Source: an optimization exercise on an open RTL-to-GDS flow (aim: small area). Production flows keep margins and buffers that such runs may drop. Where RTL was checked, it was by simulation tests only, not by an equivalence proof against the original. The clock port is modelled as an ideal driver; clocking choices that lean on that would not hold on a real chip.

==> nickel <==
// LCD_Keypad_Top
module LCD_Keypad_Top (clk, rst, data, rs, rw, e,
                       row, col, anode, seven_seg, PIN, key_flag);
==> flow/config.mk <==
export PLATFORM = sky130hd
export DESIGN_NAME = LCD_Keypad_Top
export DESIGN_NICKNAME = LCD_Keypad_Top
export VERILOG_FILES = /design/flow/design.v
export SDC_FILE = /design/flow/constraint.sdc
export NUM_CORES = 4
export LEC_CHECK = 0
export ABC_AREA = 1
export CAP_MARGIN = 20
export CORE_MARGIN = 2
export CORE_UTILIZATION = 40
export SLEW_MARGIN = 20
==> flow/constraint.sdc <==
create_clock -name core_clock -period 10.0 [get_ports {clk}]
set_input_delay 2.0000 -clock core_clock [delete_from_list [all_inputs] [get_ports {clk}]]
set_output_delay 2.0000 -clock core_clock [all_outputs]
set_load 0.01 [all_outputs]
standard.sh (not shown) runs the stock make flow with config.mk's settings and CLKGATE_MAP_FILE= SYNTH_SCRIPT=/design/flow/synth_recipe.tcl, a recipe that flattens the netlist after the stock synthesis.
==> flow/flow/run.sh <==
#!/bin/bash
# Own layout flow: the standard layout (standard.sh), with three changes:
#  - synthesis maps logic with an area-oriented ABC script (flow/area.abc) and
#    skips ORFS's half/full-adder extraction; everything before and after the
#    ABC call (fsm/share skipped, flip-flop mapping, flatten, renames) is the
#    standard synthesis script unchanged, so the registers are the same;
#  - ports are buffered with sky130_fd_sc_hd__buf_1;
#  - CTS uses small clock buffers and no dummy loads.
# Each tool's full output goes to the ORFS logs; make's output to flow_make.log.
set -euo pipefail
W=$PWD
F=$W/flow
# the standard synthesis script, with ORFS's synth.tcl replaced by a copy
# that takes its ABC script from MY_ABC_SCRIPT
sed "s#^source \$::env(SCRIPTS_DIR)/synth.tcl\$#source $W/my_synth.tcl#" synth_recipe.tcl > my_synth_recipe.tcl
grep -q "my_synth.tcl" my_synth_recipe.tcl
awk '{print} /^source \$::env\(SCRIPTS_DIR\)\/synth_preamble.tcl$/ {print "if { [env_var_exists_and_non_empty MY_ABC_SCRIPT] } { lset abc_args 1 $::env(MY_ABC_SCRIPT) }"}' \
    "$FLOW_HOME/scripts/synth.tcl" > my_synth.tcl
grep -q "MY_ABC_SCRIPT" my_synth.tcl
CTS="-sink_clustering_enable -repair_clock_nets -dont_use_dummy_load -buf_list {$(cat $F/cts_bufs.txt)} $(cat $F/cts_args.txt)"
bash standard.sh \
    SYNTH_SCRIPT=$W/my_synth_recipe.tcl MY_ABC_SCRIPT=$F/area.abc ADDER_MAP_FILE= \
    "BUFFER_PORTS_ARGS=-buffer_cell sky130_fd_sc_hd__buf_1" \
    "CTS_ARGS=$CTS" \
    finish > $W/flow_make.log 2>&1
test -s out/final.def
==> flow/flow/area.abc <==
strash
ifraig
dc2
dch -f
amap
strash
dch -f
amap
topo
==> flow/flow/cts_args.txt <==
-sink_clustering_size 100 -sink_clustering_max_diameter 500
==> flow/flow/cts_bufs.txt <==
sky130_fd_sc_hd__clkbuf_16
==> delta: changes against nickel <==
==> flow/flow/cts_args.txt (replaced) <==
-sink_clustering_size 30 -sink_clustering_max_diameter 100
==> flow/flow/cts_bufs.txt (replaced) <==
sky130_fd_sc_hd__clkbuf_4
- CORE_UTILIZATION: 40 -> 65
- PLACE_DENSITY: unset -> 0.8
==> xenon: changes against nickel <==
--- a/flow/design.v
+++ b/flow/design.v
@@ -21,26 +21,26 @@
 localparam KS_INIT = 2'd0, KS_WAIT = 2'd1, KS_READ = 2'd2, KS_SHIFT = 2'd3;
 reg [1:0] ks;
 reg [9:0] kc;
 reg [1:0] ct;            
 reg kv;                  
 reg [3:0] ki;            
 wire k_wait = (ks == KS_WAIT);
 wire k_read = (ks == KS_READ);
-wire k_flag = (k_wait & (kc[0] & ~kc[2] & ~kc[3] & kc[4] & kc[8] & ~kc[9])) | (k_read & (~kc[0] & ~kc[1] & ~kc[2] & kc[3] & ~kc[4] & kc[5] & ~kc[7] & kc[8] & kc[9]));
+wire k_flag = (k_wait & (kc[1] & ~kc[2] & ~kc[3] & kc[5] & ~kc[6] & ~kc[8])) | (k_read & (~kc[0] & ~kc[1] & ~kc[2] & ~kc[3] & kc[4] & kc[5] & ~kc[6] & ~kc[7] & kc[9]));
 wire [3:0] kbase = (row == 4'b1110) ? 4'd12 :
                    (row == 4'b1101) ? 4'd8 :
                    (row == 4'b1011) ? 4'd4 :
                    (row == 4'b0111) ? 4'd0 : row;
 always @(posedge clk) begin
     if (reset | k_flag | ~(k_wait | k_read))
         kc <= 10'd0;
     else
-        kc <= {kc[8:0], ~(kc[9] ^ kc[6])};
+        kc <= {~kc[8], ~kc[7], ~kc[6], ~kc[5], ~kc[4], ~kc[3], ~kc[2], ~kc[1], ~kc[0], ~(~kc[9] ^ kc[6])};
 end
 always @(posedge clk) begin
     if (reset) begin
         ks <= KS_INIT;
         kv <= 1'b0;
     end else begin
         case (ks)
             KS_INIT: begin
@@ -68,47 +68,47 @@
     kb0 <= {kv, ki};
     kb1 <= kb0;
     kflag <= ~reset & kb1[4];
 end
 assign key_flag = kflag;
 reg [8:0] dc;
 reg co;
 reg [1:0] sel;
-wire dv_t = (dc[0] & dc[1] & ~dc[2] & ~dc[3] & ~dc[4] & ~dc[5] & dc[6] & ~dc[7] & ~dc[8]);
+wire dv_t = (~dc[0] & dc[1] & dc[2] & dc[3] & dc[4] & dc[5] & ~dc[6] & ~dc[7] & ~dc[8]);
 always @(posedge clk) begin
     if (reset | dv_t)
         dc <= 9'd0;
     else
-        dc <= {dc[7:0], ~(dc[8] ^ dc[4])};
+        dc <= {~dc[7], ~dc[6], ~dc[5], ~dc[4], ~dc[3], ~dc[2], ~dc[1], ~dc[0], ~(dc[8] ^ dc[4])};
     if (reset) begin
         co <= 1'b0;
         sel <= 2'd0;
     end else if (dv_t) begin
         co <= ~co;
         if (~co) sel <= sel + 2'd1;
     end
 end
 assign anode = ~(4'b1000 >> sel);
 reg [7:0] ldata;
 reg le, lf, lx;
 reg [14:0] lc;
 reg start_out;
 wire lD = ~le & ~lf & ~lx;
 wire lrs = ~ldata[7] & (ldata[6] | ldata[5]);
-wire lflag = lD & (lrs ? (lc[0] & lc[1] & ~lc[2] & ~lc[3] & lc[4] & ~lc[5] & ~lc[6] & lc[7] & lc[8] & ~lc[9] & lc[10] & lc[11] & ~lc[13] & lc[14]) :
-                   ldata[2] ? (lc[9] & ~lc[10] & ~lc[11] & lc[12]) :
-                   (ldata[1] | ldata[0]) ? (~lc[1] & ~lc[3] & lc[4] & ~lc[10] & lc[11] & ~lc[12] & lc[13] & lc[14]) : 1'b1);
+wire lflag = lD & (lrs ? (lc[0] & ~lc[1] & lc[2] & lc[3] & lc[4] & ~lc[5] & ~lc[6] & ~lc[7] & lc[8] & ~lc[9] & lc[11] & ~lc[12] & ~lc[13] & ~lc[14]) :
+                   ldata[2] ? (lc[0] & lc[11] & lc[14]) :
+                   (ldata[1] | ldata[0]) ? (lc[0] & ~lc[1] & ~lc[2] & ~lc[3] & ~lc[4] & lc[5] & lc[6] & ~lc[8] & ~lc[14]) : 1'b1);
 wire cap = lf & start_out;
 reg [7:0] dw;
 always @(posedge clk) begin
     if (~lD | lflag)
         lc <= 15'd0;
     else
-        lc <= {lc[13:0], ~(lc[14] ^ lc[13])};
+        lc <= {~lc[13], ~lc[12], ~lc[11], ~lc[10], ~lc[9], ~lc[8], ~lc[7], ~lc[6], ~lc[5], ~lc[4], ~lc[3], ~lc[2], ~lc[1], ~lc[0], ~(lc[14] ^ ~lc[13])};
     if (reset) begin
         ldata <= 8'd0;
         le <= 1'b1;
         lf <= 1'b1;
         lx <= 1'b0;
     end else begin
         if (cap) ldata <= dw;
         le <= le ^ lx;
@@ -139,17 +139,17 @@
                   ((st == S_ENTER) & (&cnt[3:0])) |
                   ((st == S_SHIFT) & cnt[0]) |
                   ((st == S_HOME)  & cnt[1]) |
                   ((st == S_MATCH) & cap & (&cnt)) |
                   ((st == S_INVAL) & cap & (&cnt)) |
                   ((st == S_KEY)   & cnt[0]);
 wire wait_flag = bst[0];
 wire read = ready & kf;
-wire bc_t = (bc[0] & ~bc[1] & ~bc[2] & ~bc[3] & bc[4] & bc[5] & bc[6] & ~bc[7] & bc[8] & ~bc[9] & ~bc[10] & bc[11] & ~bc[12] & bc[13] & ~bc[14] & ~bc[15] & bc[16] & bc[17] & ~bc[18]);
+wire bc_t = (~bc[0] & bc[1] & bc[2] & bc[3] & bc[4] & ~bc[5] & bc[6] & ~bc[7] & ~bc[8] & bc[9] & bc[10] & bc[11] & ~bc[12] & ~bc[13] & bc[14] & bc[15] & bc[16] & ~bc[17] & bc[18]);
 wire pin_hit = kin[4] & (kin[3:0] == (~pin_f ? 4'd3 :
                                       ~pin_idx[1] ? 4'd13 :   
                                       pin_idx[0] ? 4'd4 :    
                                                    4'd10));   
 wire check_PIN = pin_flag & pin_ok;
 reg [7:0] dw_n;
 always @(*) begin
     case (st)
@@ -186,17 +186,17 @@
     else begin
         case (bst)
             2'b00: if (read) bst <= 2'b01;
             2'b01: if (bc_t) bst <= 2'b11;
             default: bst <= kf ? 2'b01 : 2'b00;
         endcase
     end
     if (bst == 2'b01)
-        bc <= {bc[17:0], ~(bc[18] ^ bc[5])};
+        bc <= {~bc[17], ~bc[16], ~bc[15], ~bc[14], ~bc[13], ~bc[12], ~bc[11], ~bc[10], ~bc[9], ~bc[8], ~bc[7], ~bc[6], ~bc[5], ~bc[4], ~bc[3], ~bc[2], ~bc[1], ~bc[0], ~(bc[18] ^ ~bc[5])};
     else
         bc <= 19'd0;
     if (reset) begin
         pin_f <= 1'b0;
         pin_idx <= 2'd3;
     end else if (read & s_load) begin
         pin_f <= 1'b1;
         if (pin_f) pin_idx <= {pin_idx[1] & pin_idx[0], ~pin_idx[0]};
==> flow/flow/run.sh (replaced) <==
#!/bin/bash
# Own layout flow: the standard layout (standard.sh), with three changes:
#  - synthesis maps logic with an area-oriented ABC script (flow/area.abc) and
#    skips ORFS's half/full-adder extraction; everything before and after the
#    ABC call (fsm/share skipped, flip-flop mapping, flatten, renames) is the
#    standard synthesis script unchanged, so the registers are the same;
#  - ports are buffered with sky130_fd_sc_hd__buf_1;
#  - the clock tree is built by flow/manual_cts.tcl before CTS (four
#    clkbuf_16, each driving the flip-flops of one quarter of the placement),
#    and TritonCTS is told to leave the clock net alone.
# Each tool's full output goes to the ORFS logs; make's output to flow_make.log.
set -euo pipefail
W=$PWD
F=$W/flow
# the standard synthesis script, with ORFS's synth.tcl replaced by a copy
# that takes its ABC script from MY_ABC_SCRIPT
sed "s#^source \$::env(SCRIPTS_DIR)/synth.tcl\$#source $W/my_synth.tcl#" synth_recipe.tcl > my_synth_recipe.tcl
grep -q "my_synth.tcl" my_synth_recipe.tcl
awk '{print} /^source \$::env\(SCRIPTS_DIR\)\/synth_preamble.tcl$/ {print "if { [env_var_exists_and_non_empty MY_ABC_SCRIPT] } { lset abc_args 1 $::env(MY_ABC_SCRIPT) }"}' \
    "$FLOW_HOME/scripts/synth.tcl" > my_synth.tcl
grep -q "MY_ABC_SCRIPT" my_synth.tcl
CTS="-sink_clustering_enable -repair_clock_nets -dont_use_dummy_load -buf_list {$(cat $F/cts_bufs.txt)} $(cat $F/cts_args.txt)"
bash standard.sh \
    SYNTH_SCRIPT=$W/my_synth_recipe.tcl MY_ABC_SCRIPT=$F/area.abc ADDER_MAP_FILE= \
    "BUFFER_PORTS_ARGS=-buffer_cell sky130_fd_sc_hd__buf_1" \
    "CTS_ARGS=$CTS" PRE_CTS_TCL=$F/manual_cts.tcl \
    finish > $W/flow_make.log 2>&1
test -s out/final.def
==> flow/flow/area.abc (replaced) <==
strash
ifraig
dc2
dch -f
amap
strash
dch -f
amap
strash
dch -f
amap
topo
==> flow/flow/cts_args.txt (replaced) <==
-sink_clustering_size 30 -sink_clustering_max_diameter 100
==> flow/flow/cts_bufs.txt (replaced) <==
sky130_fd_sc_hd__clkbuf_4
==> flow/flow/manual_cts.tcl (new file) <==
# Manual clock tree: the flip-flops are split into NCLK groups by placement
# (halves by x, then halves by y), each driven by one clock buffer placed at
# its group's centre; the clock port drives only those buffers.
proc manual_clock_tree { bufmaster nx ny } {
  set db [ord::get_db]
  set block [ord::get_db_block]
  set clknet [$block findNet clk]
  set master [$db findMaster $bufmaster]
  set pts {}
  foreach it [$clknet getITerms] {
    set inst [$it getInst]
    set loc [$inst getLocation]
    lappend pts [list $it [lindex $loc 0] [lindex $loc 1]]
  }
  set groups {}
  set byx [lsort -integer -index 1 $pts]
  set n [llength $byx]
  for {set i 0} {$i < $nx} {incr i} {
    set part [lrange $byx [expr {$i * $n / $nx}] [expr {($i + 1) * $n / $nx - 1}]]
    set byy [lsort -integer -index 2 $part]
    set m [llength $byy]
    for {set j 0} {$j < $ny} {incr j} {
      lappend groups [lrange $byy [expr {$j * $m / $ny}] [expr {($j + 1) * $m / $ny - 1}]]
    }
  }
  set k 0
  foreach g $groups {
    set sx 0; set sy 0
    foreach p $g { set sx [expr {$sx + [lindex $p 1]}]; set sy [expr {$sy + [lindex $p 2]}] }
    set cx [expr {$sx / [llength $g]}]; set cy [expr {$sy / [llength $g]}]
    set buf [odb::dbInst_create $block $master clkbuf_manual_$k]
    set net [odb::dbNet_create $block clknet_manual_$k]
    $net setSigType CLOCK
    [$buf findITerm A] connect $clknet
    [$buf findITerm X] connect $net
    foreach p $g { set it [lindex $p 0]; $it disconnect; $it connect $net }
    $buf setLocation $cx $cy
    $buf setPlacementStatus PLACED
    incr k
  }
  puts "manual clock tree: $k buffers of $bufmaster"
}
manual_clock_tree sky130_fd_sc_hd__clkbuf_16 2 2
set_cts_config -skip_nets clk
==> comparison table <==
| metric | delta | xenon | nickel |
|---|---|---|---|
| Status | finished clean | finished clean | finished clean |
| Well-tap cell count | 96 | 140 | 143 |
| Total wire length after detailed routing | 9570 µm | 8890 µm | 9440 µm |
| Final-layout worst hold slack | 0.319 ns | 0.336 ns | 0.315 ns |
| Clock Network Area Fraction | 0.0257 | - | 0.0801 |
| Most frequent CP cell | sky130_fd_sc_hd__nor2_1 | - | sky130_fd_sc_hd__nor2_1 |
| Final design utilization | 0.727 | 0.448 | 0.469 |
| Cells after DPL | 686 | 702 | 732 |
| Critical Setup Path Class | reg2out | in2reg | reg2out |
| Finished Layout Cells | 703 | 706 | 749 |
| Net Count, Synth | 563 | 534 | 563 |
| Worst setup path end | seven_seg[5] | ki[3] | seven_seg[5] |
| Chip width | 88.1 µm | 109 µm | 111 µm |
| Initial detailed-routing violation count | 369 | 208 | 284 |
| Top-area cell type share of the netlist area | 0.436 | 0.450 | 0.436 |
| Routed wl met2 | 4730 µm | 4050 µm | 4470 µm |
| H-Tree Depth | 4 | - | 4 |
| Post-detailed-route via-to-cell ratio | 5.66 | 5.30 | 5.24 |
Only the layout flow was run in nickel and delta; the RTL was not checked for function there.

## static timing again, ports no longer ideal
The flow's constraints put no driver on any port. The routed layouts listed below were extracted and timed again, unchanged, in two steps. Step 1 sets driving cells, clkbuf_16 on the clock port and buf_2 on the other inputs (assumed; they add their load-dependent delay and slew). Step 2 adds t to the input delays and takes it off the output delays; t is the mean of the earliest and latest rising clock arrival at the registers after step 1. Input paths then give back, and output paths get back, about the clock's delay inside the block. Slacks: ideal / step 1 / step 2; pairs: ideal / step 1.
| run | shift t [ns] | slack for setup (ns) | worst data-port slew with drivers (ns) |
|---|---|---|---|
| nickel | 0.428 | 6.249 / 6.214 / 6.288 | 0.03 |
| delta | 0.493 | 6.179 / 6.148 / 6.286 | 0.03 |
| xenon | 0.244 | 6.172 / 6.233 / 5.989 | 0.03 |
After both steps setup and hold are still met in every run listed. For xenon, which loses most, drivers alone change the setup slack by +0.061 ns; drivers and shift together by -0.183 ns.
